This is an optimization exercise on Yosys and OpenROAD, whose aim is small area and a short achievable clock period, not a production implementation. No functional check of the RTL was part of any run shown here. Power is estimated from default activity; no workload was simulated.

==> flow/design.v, too long to show whole: its modules and the start of the top module <==
// module ALU: 1011 lines
// module P_INV: 1 lines
// module P_ND2: 1 lines
// module P_NR2: 1 lines
// module P_AN2: 1 lines
// module P_XOR2: 1 lines
// module P_XNR2: 1 lines
// module P_MX2I: 1 lines
// module P_OAI21: 1 lines
// module P_AOI21: 1 lines
// module P_O21A: 1 lines
// module P_HA: 1 lines
// module P_A222OI: 3 lines
// module ShifterSignExtender: 322 lines
// module XSel: 38 lines
// module ex_datapath: 93 lines
module ex_datapath(
    input  wire        CLK,
    input  wire [31:0] A,
    input  wire [31:0] Rm,
    input  wire [11:0] I,
    input  wire [1:0]  AM,
    input  wire        CIN,
    input  wire [3:0]  Op,
    output reg  [31:0] Out,
    output wire        Z,
    output wire        N,
    output reg         C,
    output reg         V
);
  // ...
==> flow/flow/run.sh <==
#!/bin/bash
set -euo pipefail
MARGIN=6.2
export BUFFER_PORTS_ARGS="-buffer_cell sky130_fd_sc_hd__buf_1"
sed "s|\"\${@:-finish}\"|SETUP_SLACK_MARGIN=${MARGIN} \"\${@:-finish}\"|" standard.sh > standard_margin.sh
grep -q "SETUP_SLACK_MARGIN=${MARGIN}" standard_margin.sh
bash standard_margin.sh > flow_make.log 2>&1
==> flow/standard.sh <==
#!/bin/bash
# synth_recipe.tcl (not shown) runs the flow's synth.tcl, then flattens the netlist and writes it again
# the make line also repeats each setting of config.mk as NAME=value (left out here)
make -C /OpenROAD-flow-scripts/flow DESIGN_CONFIG=/design/flow/config.mk WORK_HOME=/design/flow/orfs CLKGATE_MAP_FILE= SYNTH_SCRIPT=/design/flow/synth_recipe.tcl "${@:-finish}"
==> flow/config.mk <==
export PLATFORM = sky130hd
export DESIGN_NAME = ex_datapath
export DESIGN_NICKNAME = ex_datapath
export VERILOG_FILES = /design/flow/design.v
export SDC_FILE = /design/flow/constraint.sdc
export NUM_CORES = 4
export LEC_CHECK = 0
export CAP_MARGIN = 20
export CORE_MARGIN = 2
export CORE_UTILIZATION = 40
export CTS_BUF_LIST = sky130_fd_sc_hd__clkbuf_4 sky130_fd_sc_hd__clkbuf_8
export SLEW_MARGIN = 20
export SYNTH_HIERARCHICAL = 1
export TNS_END_PERCENT = 5
==> flow/constraint.sdc <==
create_clock -name core_clock -period 9.0 [get_ports {CLK}]
set_input_delay 1.8000 -clock core_clock [delete_from_list [all_inputs] [get_ports {CLK}]]
set_output_delay 1.8000 -clock core_clock [all_outputs]
set_load 0.01 [all_outputs]
==> results.rst, run 1 <==
.. list-table::
   :header-rows: 1

   * - Metric
     - Value
   * - Ys async rst share
     - 0
   * - Area of the die
     - 21900 sq um
   * - Hold Violations, Final
     - 0
   * - Shortest clock period the worst path allows after layout
     - 3310 ps
   * - Syn avg cell area
     - 8.81 sq um
   * - Largest incremental delay on the critical path
     - 410 ps
   * - Power Total
     - 2.10 mW
   * - Initial Utilization
     - 0.409
   * - Clock root buffer master
     - sky130_fd_sc_hd__clkbuf_8
   * - Seq. cell area
     - roughly 2500 sq um
   * - Crit path capture type
     - flop
   * - Well tap count
     - 270
   * - R2r startpoint
     - amt4_q$_DFF_P_
   * - Reg2Reg Capture Point
     - zb[1]$_DFF_P_
   * - Most frequent cells after synthesis
     - 236 x sky130_fd_sc_hd__mux2i_1, 126 x sky130_fd_sc_hd__dfxtp_1, 96 x sky130_fd_sc_hd__nand2_1
   * - Critical Path Fanout Max
     - 6
   * - Switching power as a share of total power
     - 0.392
   * - Final max-slew violation count
     - 0
   * - Number of rows in the core area
     - 52
   * - Power density cells
     - 198 nW/um^2
   * - Finished Cell Area
     - 10600 sq um
   * - Bufs and invs on worst path
     - 2
   * - Amount of wire on met3 after detailed routing
     - about 1300 um
   * - GRT Util Overall
     - 0.211
   * - Final routed wirelength across all metal layers
     - 23200 um
   * - Registers with the highest flip-flop counts
     - Out x32, rn_q x32, xn_q x32
   * - Maximum clock frequency
     - 0.302 GHz
   * - Result of the run
     - timing/DRC/antenna clean
   * - Termination of the worst setup path
     - rn_q[23]$_DFF_P_
   * - Cells along the critical path
     - buf_4 > and4bb_4 > buf_6 > nor2_2 > and2_1 > mux2i_2 > mux2i_2 > mux2i_1 > mux2i_1 > mux2i_1
   * - Routed wire per std cell
     - 16.5 um
   * - Die height
     - 148 um
   * - CP Class
     - input port to flop
==> inputs of run 2 (changes only) <==
==> flow/flow/run.sh (replaced) <==
#!/bin/bash
set -euo pipefail
MARGIN=5.8
export BUFFER_PORTS_ARGS="-buffer_cell sky130_fd_sc_hd__buf_1"
sed "s|\"\${@:-finish}\"|SETUP_SLACK_MARGIN=${MARGIN} \"\${@:-finish}\"|" standard.sh > standard_margin.sh
grep -q "SETUP_SLACK_MARGIN=${MARGIN}" standard_margin.sh
bash standard_margin.sh > flow_make.log 2>&1
==> run 2 against run 1 <==
Critical path depth increased by 1. Clock power barely moved. Worst setup slack better by 48 ps. Register-to-register slack worse by 40 ps. Count of clock-buffer cells in the layout is the same. Non-clock buffer count is 6 lower. Critical path type unchanged. Largest cell class unchanged.
==> results.rst, run 2 <==
.. list-table::
   :header-rows: 1

   * - Metric
     - Value
   * - Via count of the first global-routing pass
     - 7085 (was 7174)
   * - Top cells by area in the synthesized netlist
     - sky130_fd_sc_hd__dfxtp_1 30%, sky130_fd_sc_hd__mux2i_1 28%, sky130_fd_sc_hd__ha_1 6.6% (unchanged)
   * - Area share of the largest cell type after synthesis
     - 0.304 (unchanged)
   * - Most frequent cells after synthesis
     - 236 x sky130_fd_sc_hd__mux2i_1, 126 x sky130_fd_sc_hd__dfxtp_1, 96 x sky130_fd_sc_hd__nand2_1 (unchanged)
   * - Cell type with the largest total area after synthesis
     - sky130_fd_sc_hd__dfxtp_1 (unchanged)
   * - Initial Utilization
     - 0.409 (unchanged)
   * - Critical Path Fanout Max
     - 7 (was 6)
   * - Fraction of power consumed by the clock network
     - 0.213 (was 0.210)
   * - Synthesized-area fraction occupied by and/or/nand/nor cells
     - 0.115 (unchanged)
   * - Number of top-level pins
     - 120 (unchanged)
   * - CP Class
     - input port to flop (unchanged)
   * - Final max-slew violation count
     - 0 (unchanged)
   * - Overflow after GRT
     - 0 (unchanged)
   * - Worst-case clock skew
     - 11.6 ps (was 12.9 ps)
   * - Shortest clock period the worst path allows after layout
     - 3270 ps (was 3310 ps)
   * - Predominant post-synthesis flop cell
     - sky130_fd_sc_hd__dfxtp_1 (unchanged)
   * - Hold-fix buffer count after cts
     - 0 (unchanged)
   * - HP Class
     - flop to flop (unchanged)
   * - Maximum number of buffers from clock root to sink
     - 2 (unchanged)
   * - Layout net count
     - 1247 (was 1253)
   * - Period utilisation layout
     - 0.363 (was 0.368)
   * - Number of rows in the core area
     - 52 (unchanged)
   * - Placed Instance Area
     - 9210 sq um (unchanged)
   * - Clock net sink count
     - 126 (unchanged)
   * - Portion of netlist area occupied by mux cells
     - 0.285 (unchanged)
   * - Final routed wirelength across all metal layers
     - 23100 um (was 23200 um)
   * - Registers with the highest flip-flop counts
     - Out x32, rn_q x32, xn_q x32 (unchanged)
   * - Port Buffer Count
     - 119 (unchanged)
   * - First-pass GRT wire length
     - 36200 um (was 37000 um)
   * - Net Count, Synth
     - 1070 (unchanged)
   * - Hold Violations, Final
     - 0 (unchanged)
   * - Commonest cells after routing, fill and taps aside
     - 197 x sky130_fd_sc_hd__mux2i_1, 124 x sky130_fd_sc_hd__dfxtp_1, 109 x sky130_fd_sc_hd__buf_1 (was 192 x sky130_fd_sc_hd__mux2i_1, 125 x sky130_fd_sc_hd__dfxtp_1, 109 x sky130_fd_sc_hd__buf_1)
   * - Area of the die
     - 21900 sq um (unchanged)
   * - Share of total power in combinational logic
     - 0.432 (was 0.440)
   * - Detail Placement HPWL
     - 16000 um (unchanged)
   * - Fraction of the mapped netlist area in adder cells
     - 0.0663 (unchanged)
   * - Count of unique library cells instantiated by Yosys
     - 35 (unchanged)
   * - Combinational family with the most area after synthesis
     - multiplexers (unchanged)
   * - Clock tree from TritonCTS
     - built (unchanged)
   * - Ys async rst share
     - 0 (unchanged)
   * - Maximum clock frequency
     - 0.306 GHz (was 0.302 GHz)
   * - Cts bufs inserted
     - 17 (unchanged)
   * - Drt first-iter violations
     - 603 (was 545)
   * - Compound-Gate Fraction of Synth Area
     - 0.150 (unchanged)
   * - Switching power of the nets
     - 0.811 mW (was 0.823 mW)
   * - Clock root buffer master
     - sky130_fd_sc_hd__clkbuf_8 (unchanged)
   * - Setup repair after global routing missed its margin
     - yes (unchanged)
   * - Slew of the pin with the lowest slew margin
     - 521 ps (was 471 ps)
   * - Yosys warning total
     - 7 (unchanged)
   * - Finished Cell Area
     - 10400 sq um (was 10600 sq um)
   * - Switching power as a share of total power
     - 0.392 (about the same)
   * - Synthesized flop and latch total
     - 126 (unchanged)
   * - Leak pwr
     - 4.38 nW (was 4.42 nW)
   * - Number of antenna violations at the first check in global routing
     - 0 (unchanged)
   * - Max transition margin
     - 0.653 (was 0.686)
   * - Syn avg cell area
     - 8.81 sq um (unchanged)
   * - EDFF count, synth
     - 0 (unchanged)
   * - TritonRoute pass-1 iters
     - 8 (unchanged)
   * - Most used standard cell by instance count after synthesis
     - sky130_fd_sc_hd__mux2i_1 (unchanged)
   * - Clock slew seen by the registers of the worst setup and hold paths
     - 80 ps (about the same)
   * - Result of the run
     - timing/DRC/antenna clean (unchanged)
   * - Sequential share of the synthesized area
     - 0.304 (unchanged)
   * - Arrival time reported for the critical path endpoint
     - 3640 ps (was 3670 ps)
   * - Via total after detailed routing
     - 7409 (was 7460)
   * - Mapped Cells
     - 942 (unchanged)
   * - Cell-internal power
     - 1.26 mW (was 1.28 mW)
   * - Width of the die
     - 148 um (unchanged)
   * - H-tree Lvls
     - 4 (unchanged)
   * - Total negative slack
     - 0 ps (unchanged)
   * - Layout Area Growth over Synthesis
     - 25.3% (was 27.5%)
   * - Critical path startpoint category
     - input port (unchanged)
   * - Crit path capture type
     - flop (unchanged)
   * - Number of nets with antenna violations after routing
     - 0 (unchanged)
   * - Largest net degree at the start of global routing
     - 35 (unchanged)
   * - Required time at the endpoint of the critical path
     - 9380 ps (was 9350 ps)
   * - Leading cell type in the layout, fill and taps excluded
     - sky130_fd_sc_hd__mux2i_1 (unchanged)
   * - Fraction of layout cells with a size suffix above 1
     - 0.172 (was 0.191)
   * - Floorplan core area
     - 20300 sq um (unchanged)
   * - Vias per cell
     - 5.29 (was 5.30)
   * - Reg power frac
     - 0.355 (was 0.350)
   * - Xor and xnor fraction of the mapped netlist area
     - 0.0369 (unchanged)
   * - Routed wire per std cell
     - 16.5 um (about the same)
   * - Power density cells
     - 199 nW/um^2 (was 198 nW/um^2)
   * - Insertion delay of the later-clocked pin in the worst-skew pair
     - 460 ps (about the same)
   * - GRT Util Overall
     - 0.207 (was 0.211)
   * - Placer congestion estimate
     - 0.841 (unchanged)
   * - Number of setup violations in the final report
     - 0 (unchanged)
   * - Die height
     - 148 um (unchanged)
   * - Max-cap check violation count
     - 0 (unchanged)
   * - DRC
     - 0 (unchanged)
   * - Area of the mapped netlist
     - 8300 sq um (unchanged)
   * - VDD IR max
     - 0.0638 mV (was 0.0661 mV)
   * - Number of antenna repair diodes
     - 0 (unchanged)
run 2: cell counts after synthesis:
Identical to the previous run, type by type.
run 2: cells by family after synthesis:
group | count (synthesis)
muxes | 236
and+or+nand+nor | 224
AOI/OAI and AO/OA | 183
DFF | 126
buffers and inverters | 94
adders and majority gates | 44
xor gates and xnor gates | 35
run 2: path summary, 6_finish.rpt:
kind / end / slack [ps] / from / cells past startpoint
max: rn_q[14]$_DFF_P_ / 5730 / I[6] / 11
min: C$_DFF_P_ / 460 / csub_q$_DFF_P_ / 1
max reg2reg: zb[1]$_DFF_P_ / 5920 / amt4_q$_DFF_P_ / 16
min reg2reg: C$_DFF_P_ / 460 / csub_q$_DFF_P_ / 1
run 2: power groups by stage:
stage | logic (mW) | registers, mW | clock network, mW
5_1_grt | 0.993 | 0.746 | 0.474
4_1_cts | 0.850 | 0.734 | 0.452
2_1_floorplan | 0.545 | 0.787 | 0
6_report | 0.893 | 0.734 | 0.442
3_3_place_gp | 0.792 | 0.746 | 0
3_5_place_dp | 0.804 | 0.747 | 0
run 2: per-module statistics from Yosys (local to each module, per instance), a selection:
| module | area (sq um) | flops+latches | cells inside | copies in the design |
|---|---|---|---|---|
| ex_datapath | 3260 | 126 | 241 | 1 |
| P_HA | 12.5 | 0 | 1 | 32 |
| P_A222OI | 10.0 | 0 | 1 | 32 |
| P_MX2I | 10.0 | 0 | 1 | 236 |
| P_AOI21 | 8.76 | 0 | 1 | 32 |
| P_XNR2 | 8.76 | 0 | 1 | 20 |
| P_XOR2 | 8.76 | 0 | 1 | 12 |
| P_O21A | 7.51 | 0 | 1 | 1 |
| P_AN2 | 6.26 | 0 | 1 | 12 |
| P_OAI21 | 5.00 | 0 | 1 | 80 |
| P_INV | 3.75 | 0 | 1 | 78 |
| P_ND2 | 3.75 | 0 | 1 | 84 |
| P_NR2 | 3.75 | 0 | 1 | 82 |
run 2: critical path, cell delays in order:
cell and delay (ps):
sky130_fd_sc_hd__buf_8 100, sky130_fd_sc_hd__or2_4 270, sky130_fd_sc_hd__nand2b_4 160, sky130_fd_sc_hd__clkinv_4 50, sky130_fd_sc_hd__ha_4 130, sky130_fd_sc_hd__and3_4 210
sky130_fd_sc_hd__a21o_4 160, sky130_fd_sc_hd__buf_12 140, sky130_fd_sc_hd__mux2i_1 300, sky130_fd_sc_hd__mux2i_1 160, sky130_fd_sc_hd__mux2i_1 160
run 2: metal layers:
layer	share of wire	vias to the layer above	track usage	wire, um
li1	-	3740	-	-
met1	0.46	3410	0.274	10700
met2	0.47	229	0.342	10800
met3	0.048	30	0.0337	1100
met4	0.021	0	0.0733	495
met5	0	-	0	0
run 2: stage by stage:
step / hold slack [ps] / utilization / power, mW / worst slack [ps] / cells
global placement: 439 / 0.454 / 1.54 / 4680 / 1334
detailed placement: 441 / 0.454 / 1.55 / 4670 / 1334
finish: 457 / 0.512 / 2.07 / 5730 / 1401
global route: 490 / 0.512 / 2.21 / 5650 / 1401
floorplan: 384 / - / 1.33 / 5390 / 942
CTS: 455 / 0.495 / 2.04 / 5770 / 1391
run 2: timing repair:
item,4_1_cts,5_1_grt
cloned,5,2
endpoints found under the setup margin,61,41
buffers inserted,21,8
pin swaps,10,10
resized for setup,56,57
run 2: final cells by class:
| class | count | area [sq um] |
|---|---|---|
| tap | 270 | 338 |
| clock buffer | 22 | 284 |
| clock inverter | 9 | 62.6 |
| inverter | 88 | 335 |
| fill | 1982 | 9900 |
| multi-input combinational | 728 | 5950 |
| sequential | 126 | 2530 |
| timing repair buffer | 158 | 905 |

separate check: timing with driven ports:
In the flow no input, the clock included, has a driving cell. The finished layouts below were timed again as built, in two steps. Step 1 assumes that a clkbuf_16 drives the clock port and a buf_2 every other input. Step 2, shift: input delay + t, output delay - t, t = (earliest + latest rising clock arrival at the registers) / 2. This alone moves slack from input paths to output paths. Slacks: ideal ports / drivers / drivers and shift; pairs: ideal ports / drivers.
run	t (ns)	slack for setup (ns)	cell pins on the clock port's net
run 1	0.490	5.685 / 5.697 / 5.206	1
run 2	0.487	5.733 / 5.729 / 5.242	1
After both steps setup and hold are still met in every run listed. The setup slack of run 2, which loses most, moves by -0.004 ns with the drivers and by -0.491 ns with both steps.
